What follows belongs to an exercise in optimizing a design on an open flow for small area; a production flow would make more cautious choices. Only simulation tests tie the RTL to the original design; equivalence was not proved. Power and IR drop assume default switching activity.

Design alu, start of the top module:
module alu(OPA, OPB, CIN, INP_VALID, CLK, RST, CMD, CE, MODE, COUT, OFLOW, RES, G, E, L, ERR);
For scale: roughly 450 cells after synthesis, roughly 43 flip-flops, roughly 4600 um2 of cells after synthesis.
export LEC_CHECK = 0
export CAP_MARGIN = 20
export CORE_MARGIN = 2
export CORE_UTILIZATION = 40
export GPL_TIMING_DRIVEN = 0
export SLEW_MARGIN = 20
export SYNTH_HIERARCHICAL = 1
create_clock -name core_clock -period 8.0 [get_ports {CLK}]
standard.sh (not shown) runs the stock make flow with config.mk's settings and CLKGATE_MAP_FILE= SYNTH_SCRIPT=/design/flow/synth_recipe.tcl, a recipe that flattens the netlist after the stock synthesis.
==> flow/flow/run.sh <==
#!/bin/bash
# Standard ORFS flow, with the port buffers made from the smallest buffer cell
# and no dummy loads in the clock tree. make's full output goes to flow.log.
set -eo pipefail
export BUFFER_PORTS_ARGS="-buffer_cell sky130_fd_sc_hd__buf_1"
export REMOVE_ABC_BUFFERS=1
export CTS_ARGS="-sink_clustering_enable -repair_clock_nets -buf_list sky130_fd_sc_hd__clkbuf_8 -dont_use_dummy_load"
bash standard.sh > flow.log 2>&1
Change:
==> flow/flow/run.sh (replaced) <==
#!/bin/bash
# Standard ORFS flow, with the port buffers made from the smallest buffer cell
# and no dummy loads in the clock tree. make's full output goes to flow.log.
set -eo pipefail
export BUFFER_PORTS_ARGS="-buffer_cell sky130_fd_sc_hd__buf_1"
export REMOVE_ABC_BUFFERS=1
export CTS_ARGS="-sink_clustering_enable -repair_clock_nets -buf_list sky130_fd_sc_hd__clkbuf_8 -sink_clustering_size 30 -sink_clustering_max_diameter 150 -dont_use_dummy_load"
bash standard.sh > flow.log 2>&1
The new run finished with timing, DRC and antenna clean.
Die area stays the same.
Register-to-register slack barely changes.
Area after synthesis stays the same.
Via count is unchanged.
Worst hold slack stays the same.
Worst setup slack stays the same.
Change:
==> flow/flow/run.sh (replaced) <==
#!/bin/bash
# Standard ORFS flow, with the port buffers made from the smallest buffer cell
# and no dummy loads in the clock tree. make's full output goes to flow.log.
set -eo pipefail
export BUFFER_PORTS_ARGS="-buffer_cell sky130_fd_sc_hd__buf_1"
export REMOVE_ABC_BUFFERS=1
export CTS_ARGS="-sink_clustering_enable -repair_clock_nets -buf_list sky130_fd_sc_hd__clkbuf_4 -sink_clustering_size 8 -sink_clustering_max_diameter 50 -dont_use_dummy_load"
bash standard.sh > flow.log 2>&1
Area after synthesis is unchanged.
First-iteration DRC count stays the same.
Flip-flop and latch count does not change.
Global-route usage stays flat.
Via count stays flat.
Change:
==> flow/flow/run.sh (replaced) <==
#!/bin/bash
# Standard ORFS flow, with the port buffers made from the smallest buffer cell
# and no dummy loads in the clock tree. make's full output goes to flow.log.
set -eo pipefail
export BUFFER_PORTS_ARGS="-buffer_cell sky130_fd_sc_hd__buf_1"
export CTS_ARGS="-sink_clustering_enable -repair_clock_nets -buf_list \"sky130_fd_sc_hd__clkbuf_4 sky130_fd_sc_hd__clkbuf_8\" -dont_use_dummy_load"
bash standard.sh > flow.log 2>&1
Settings changed: GPL_TIMING_DRIVEN 0 to not set.
Cell count rises slightly.
Clock-buffer cell count stays the same.
Non-clock buffer count rises by 5.
Worst hold slack loses 0.047 ns.
Register-to-register slack gains 0.05 ns.
Sequential power falls by a few percent.
Power rises by a few percent.
Area after synthesis is unchanged.
Die area is unchanged.
Change:
==> flow/flow/run.sh (replaced) <==
#!/bin/bash
# Standard ORFS flow, with the port buffers made from the smallest buffer cell
# and no dummy loads in the clock tree. make's full output goes to flow.log.
set -eo pipefail
export BUFFER_PORTS_ARGS="-buffer_cell sky130_fd_sc_hd__buf_1"
export REMOVE_ABC_BUFFERS=1
export CTS_ARGS="-sink_clustering_enable -repair_clock_nets -buf_list sky130_fd_sc_hd__clkbuf_4 -sink_clustering_size 10 -dont_use_dummy_load"
bash standard.sh > flow.log 2>&1
Settings changed: GPL_TIMING_DRIVEN set to 0.
Result:
- maximum frequency decreases by 0.66%
- power drops by 2.8%
- count of clock-buffer cells in the layout is unchanged
- sequential share of layout area grows by 0.32 points
- worst setup slack degrades by 0.051 ns


alu, a different RTL version from the one above (not shown whole).
Size in the first run: ~420 cells after synthesis, roughly 49 I/O pins, about 4300 um^2 of cells after synthesis.
export LEC_CHECK = 0
export CAP_MARGIN = 20
export CORE_MARGIN = 2
export CORE_UTILIZATION = 40
export GPL_TIMING_DRIVEN = 0
export SLEW_MARGIN = 20
export SYNTH_HIERARCHICAL = 1
create_clock -name core_clock -period 8.0 [get_ports {CLK}]
==> flow/flow/run.sh <==
#!/bin/bash
# Standard ORFS flow, with the port buffers made from the smallest buffer cell
# and no dummy loads in the clock tree. make's full output goes to flow.log.
set -eo pipefail
export BUFFER_PORTS_ARGS="-buffer_cell sky130_fd_sc_hd__buf_1"
export REMOVE_ABC_BUFFERS=1
export RECOVER_POWER=100
export CTS_ARGS="-sink_clustering_enable -repair_clock_nets -buf_list sky130_fd_sc_hd__clkbuf_8 -dont_use_dummy_load"
bash standard.sh > flow.log 2>&1
The starting point ran to the end with no violations.
==> next run, changes <==
--- a/flow/flow/run.sh
+++ b/flow/flow/run.sh
@@ -6,3 +6,2 @@
 export REMOVE_ABC_BUFFERS=1
-export RECOVER_POWER=100
 export CTS_ARGS="-sink_clustering_enable -repair_clock_nets -buf_list sky130_fd_sc_hd__clkbuf_8 -dont_use_dummy_load"
Clock power barely changes.
Die area stays the same.
Area after synthesis stays the same.

-- separate check: timing with driven ports --
The results above use ideal ports. As a check the final layouts listed here were re-extracted and re-timed, cells and wires unchanged. Step 1, drivers: a clkbuf_16 drives CLK and a buf_2 each remaining input, both assumed. Step 2 adds t to the input delays and takes it off the output delays; t is the mean of the earliest and latest rising clock arrival at the registers after step 1. Input paths then give back, and output paths get back, about the clock's delay inside the block. Three values: ideal, step 1, step 2; two values: the first two.
run | shift t [ns] | setup slack, ns | worst register clock-pin slew, ns | worst data-port slew with drivers (ns) | pins driven straight from the clock port
the first run of note 1 | 0.305 | 0.271 / 0.271 / 0.271 | 0.08 / 0.08 | 0.03 | 1
the second run of note 1 | 0.305 | 0.271 / 0.271 / 0.271 | 0.08 / 0.08 | 0.03 | 1
the third run of note 1 | 0.357 | 0.276 / 0.276 / 0.276 | 0.11 / 0.11 | 0.03 | 1
the fourth run of note 1 | 0.323 | 0.327 / 0.327 / 0.327 | 0.08 / 0.08 | 0.03 | 1
the fifth run of note 1 | 0.357 | 0.276 / 0.276 / 0.276 | 0.11 / 0.11 | 0.03 | 1
the first run of note 2 | 0.317 | 0.315 / 0.315 / 0.315 | 0.07 / 0.07 | 0.03 | 1
the second run of note 2 | 0.318 | 0.309 / 0.309 / 0.309 | 0.07 / 0.07 | 0.03 | 1
After both steps setup and hold are still met in every run listed.
